Source: an optimization exercise on an open RTL-to-GDS flow (aim: small area). Production flows keep margins and buffers that such runs may drop.
The RTL was checked by simulation tests, not by an equivalence proof against the original design.
Power figures rest on the tool's default switching activity, not on a simulated workload.

==> flow/design.v (excerpt) <==
module spell (
    input wire reset,
    input wire clock,
    input wire i_la_write,
    input wire [6:0] i_la_addr,
    input wire [7:0] i_la_data,
    input wire i_la_wb_disable,
    output wire [31:0] la_data_out,
    input  wire        i_wb_cyc,    
    input  wire        i_wb_stb,    
    input  wire        i_wb_we,     
    input  wire [31:0] i_wb_addr,   
    input  wire [31:0] i_wb_data,   
    output wire        o_wb_ack,    
    output reg  [31:0] o_wb_data,   
    input  wire [7:0] io_in,
    output wire [7:0] io_out,
    output wire [7:0] io_oeb,   
    output wire        rambus_wb_rst_o,    
    output wire        rambus_wb_stb_o,    
    output wire        rambus_wb_cyc_o,    
    output wire        rambus_wb_we_o,     
    output wire [ 3:0] rambus_wb_sel_o,    
    output wire [31:0] rambus_wb_dat_o,    
    output wire [ 9:0] rambus_wb_addr_o,   
    input  wire        rambus_wb_ack_i,    
    input  wire [31:0] rambus_wb_dat_i,    
    output wire interrupt
);
  localparam StateFetch = 3'd0;
  localparam StateFetchData = 3'd1;
  localparam StateExecute = 3'd2;
  localparam StateStore = 3'd3;
  localparam StateDelay = 3'd4;
  localparam StateSleep = 3'd5;
  localparam REG_PC = 24'h000;
  localparam REG_SP = 24'h004;
  localparam REG_EXEC = 24'h008;
  localparam REG_CTRL = 24'h00c;
  localparam REG_CYCLES_PER_MS = 24'h010;
  localparam REG_STACK_TOP = 24'h014;
  localparam REG_STACK_PUSH = 24'h018;
  localparam REG_INT_ENABLE = 24'h20;
  localparam REG_INT = 24'h24;
  localparam INTR_SLEEP = 0;
  localparam INTR_STOP = 1;
  localparam INTR_COUNT = 2;
  reg [2:0] state;
  wire st_execute = state[1] && !state[0];
  wire st_store = state[1] && state[0];
  ...
For scale: about 2,300 cells after synthesis, about 260 I/O pins, about 30,000 um^2 of cells after synthesis.
Settings: LEC_CHECK=0, CAP_MARGIN=20, CORE_MARGIN=2, CORE_UTILIZATION=40, SLEW_MARGIN=20; clock period 10.0 ns.
standard.sh (not shown) runs the stock make flow with config.mk's settings and CLKGATE_MAP_FILE= SYNTH_SCRIPT=/design/flow/synth_recipe.tcl, a recipe that flattens the netlist after the stock synthesis.
==> flow/flow/run.sh <==
#!/bin/bash
# Own layout flow: the standard ORFS flow (standard.sh), with three changes to how cells
# are chosen; the floorplan, power grid, tap cells, placement and routing are the standard ones.
#  - synthesis: the same synthesis script, but ABC restructures the combinational logic for
#    area (&deepsyn, bounded by steps without improvement, so the result is deterministic)
#    and maps it for area (no delay-driven mapping, buffering or gate upsizing; timing has
#    ample slack at 10 ns),
#    and adders are left to ABC instead of being mapped to half/full-adder cells first.
#    Registers are mapped before ABC runs, so they are exactly the standard synthesis's.
#  - port buffers use the smallest buffer (buf_1) instead of ORFS's default choice;
#  - clock tree synthesis uses larger sink clusters and inserts no dummy loads.
# Each tool's full output goes to a log file here (synth.log, standard.log), and ORFS's
# per-step logs stay under orfs/logs/.
set -euo pipefail
rm -rf scripts_area
cp -r "$FLOW_HOME/scripts" scripts_area
printf '&get -n\n&st\n&deepsyn -J 50\n&dch\n&nf -R 1000 -p\n&put\n' > scripts_area/abc_speed.script
bash standard.sh SCRIPTS_DIR="$PWD/scripts_area" ADDER_MAP_FILE= synth > synth.log 2>&1
export BUFFER_PORTS_ARGS="-buffer_cell sky130_fd_sc_hd__buf_1"
export CTS_ARGS="-sink_clustering_enable -repair_clock_nets -dont_use_dummy_load -buf_list sky130_fd_sc_hd__clkbuf_8 -sink_clustering_size 16 -sink_clustering_max_diameter 60"
bash standard.sh > standard.log 2>&1
Then changed:
--- a/flow/design.v
+++ b/flow/design.v
@@ -339,16 +339,12 @@
   localparam REG_INT_ENABLE = 24'h20;
   localparam REG_INT = 24'h24;
   localparam INTR_SLEEP = 0;
   localparam INTR_STOP = 1;
   localparam INTR_COUNT = 2;
   reg [2:0] state;
-  wire st_execute = state[1] && !state[0];
-  wire st_store = state[1] && state[0];
-  wire st_delay = state[2] && !state[0];
-  wire st_sleep = state[2] && state[0];
   reg [7:0] pc;
   reg [4:0] sp;
   reg [7:0] opcode;
   wire [7:0] memory_input;
   wire [7:0] next_pc;
   wire [4:0] next_sp;
@@ -367,33 +363,33 @@
   reg single_step;
   reg out_of_order_exec;
   reg sram_enable;
   reg mem_select;
   reg [7:0] mem_addr;
   wire mem_type_data = opcode[6] && state[0];
-  wire mem_write_en = st_store;
+  wire mem_write_en = state == StateStore;
   wire [7:0] mem_read_value;
   wire mem_data_ready;
   reg [23:0] cycles_per_ms;
   reg [15:0] delay_hi;
   wire [23:0] delay_cycles = {delay_hi, memory_input};
   wire [24:0] delay_next = delay_cycles + 25'd1;
   wire delay_tick = delay_next >= {1'b0, cycles_per_ms};
-  wire delay_step = !reset && !reg_write && st_delay;
+  wire delay_step = !reset && !reg_write && state == StateDelay;
   reg wb_read_ack;
   reg wb_write_ack;
   assign o_wb_ack = wb_read_ack | wb_write_ack;
   wire wb_read = i_wb_stb && i_wb_cyc && !i_wb_we;
   wire wb_write = i_wb_stb && i_wb_cyc && i_wb_we && !i_la_wb_disable;
   wire [23:0] wb_addr = i_wb_addr[23:0];
   reg prev_reg_write;
   wire reg_write = wb_write | i_la_write;
   wire [6:0] reg_write_addr = i_la_write ? i_la_addr : i_wb_addr[6:0];
   wire [31:0] reg_write_data = i_la_write ? {24'b0, i_la_data} : i_wb_data;
   wire mem_capture = !reg_write && mem_select && mem_data_ready &&
-                     !state[1];   
+                     (state == StateFetch || state == StateFetchData);
   wire wa_pc = reg_write_addr == REG_PC[6:0];
   wire wa_sp = reg_write_addr == REG_SP[6:0];
   wire wa_exec = reg_write_addr == REG_EXEC[6:0];
   wire wa_ctrl = reg_write_addr == REG_CTRL[6:0];
   wire wa_cpm = reg_write_addr == REG_CYCLES_PER_MS[6:0];
   wire wa_top = reg_write_addr == REG_STACK_TOP[6:0];
@@ -405,13 +401,13 @@
   wire [15:0] dh = 16'd1 << h;
   wire [15:0] dm = {dh[0], dh[15:1]};   
   wire [15:0] de = sp[0] ? dh : dm;
   reg [7:0] even_out, odd_out;
   wire [7:0] stack_top = sp[0] ? even_out : odd_out;
   wire [7:0] stack_belowtop = sp[0] ? odd_out : even_out;
-  wire exec_cycle = !reset && !reg_write && st_execute;
+  wire exec_cycle = !reset && !reg_write && state == StateExecute;
   wire host_top = !reset && reg_write && wa_top;
   wire host_push = !reset && reg_write && wa_push && !prev_reg_write;
   wire wr_sp = host_push || (exec_cycle && ex_wr_sp);
   wire wr_sp1 = host_top || (exec_cycle && ex_wr_sp1);
   wire wr_sp2 = exec_cycle && ex_wr_sp2;
   wire [7:0] dd = reg_write ? reg_write_data[7:0] : ex_value;
@@ -509,13 +505,13 @@
       o_wb_data <= 0;
       case (wb_addr)
         REG_PC: o_wb_data <= {24'b0, pc};
         REG_SP: o_wb_data <= {27'b0, sp};
         REG_EXEC: o_wb_data <= {24'b0, opcode};
         REG_CTRL: begin
-          o_wb_data <= {28'b0, edge_interrupts, sram_enable, single_step, !st_sleep};
+          o_wb_data <= {28'b0, edge_interrupts, sram_enable, single_step, state != StateSleep};
         end
         REG_CYCLES_PER_MS: o_wb_data <= {8'b0, cycles_per_ms};
         REG_STACK_TOP: o_wb_data <= {24'b0, stack_top};
         REG_INT_ENABLE: o_wb_data[INTR_COUNT-1:0] <= intr_enable;
         REG_INT: o_wb_data[INTR_COUNT-1:0] <= intr;
         default: begin
@@ -525,13 +521,13 @@
       wb_read_ack <= 1;
     end else begin
       wb_read_ack <= 0;
     end
   end
   always @(posedge clock) begin
-    if (!st_delay) delay_hi <= 0;
+    if (state != StateDelay) delay_hi <= 0;
     else if (!reg_write) delay_hi <= delay_tick ? 16'd0 : delay_next[23:8];
   end
   always @(posedge clock) begin
     if (reset) begin
       state <= StateSleep;
       pc    <= 0;
@@ -551,20 +547,20 @@
     end else begin
       prev_reg_write <= reg_write;
       prev_level_interrupt <= level_interrupt;
       if (reg_write) begin
         if (wa_pc) pc <= reg_write_data[7:0];
         if (wa_sp) sp <= reg_write_data[4:0];
-        if (wa_exec && st_sleep) begin
+        if (wa_exec && state == StateSleep) begin
           opcode <= reg_write_data[7:0];
           state <= is_data_opcode(reg_write_data[7:0]) ? StateFetchData : StateExecute;
           single_step <= 1;
           out_of_order_exec <= 1;
         end
         if (wa_ctrl) begin
-          if (reg_write_data[0] && st_sleep) begin
+          if (reg_write_data[0] && state == StateSleep) begin
             out_of_order_exec <= 0;
             state <= StateFetch;
           end
           single_step <= reg_write_data[1];
           sram_enable <= reg_write_data[2];
           edge_interrupts <= reg_write_data[3];
Routed wire length grows by 3.6%.
Non-clock buffer count grows by 1.
Via count grows by 0.71%.
Clock skew grows by 6.2 ps.
Setup slack gains 290 ps.
Power shrinks by 4.8%.
Sequential power shrinks by about 2%.
Flip-flop and latch count is unchanged.
Die area barely changes.
Critical path depth grows by 1.
Synthesized area barely changes.

re-timing with driven ports:
How much do the figures lean on ideal ports? The routed layouts below were timed once more, with nothing changed but the port constraints.
Step 1, drivers: a clkbuf_16 drives clock and a buf_2 each remaining input, both assumed.
Step 2 adds t to the input delays and takes it off the output delays; t is the mean of the earliest and latest rising clock arrival at the registers after step 1. Input paths then give back, and output paths get back, about the clock's delay inside the block.
a / b / c = ideal / step 1 / step 2; a / b = the first two.
run | t, ns | setup slack, ns | worst hold slack (ns)
the first run | 0.735 | 1.791 / 1.791 / 1.791 | 0.476 / 0.476 / 0.476
the second run | 0.744 | 2.085 / 2.085 / 2.085 | 0.474 / 0.474 / 0.474
After both steps setup and hold are still met in every run listed.
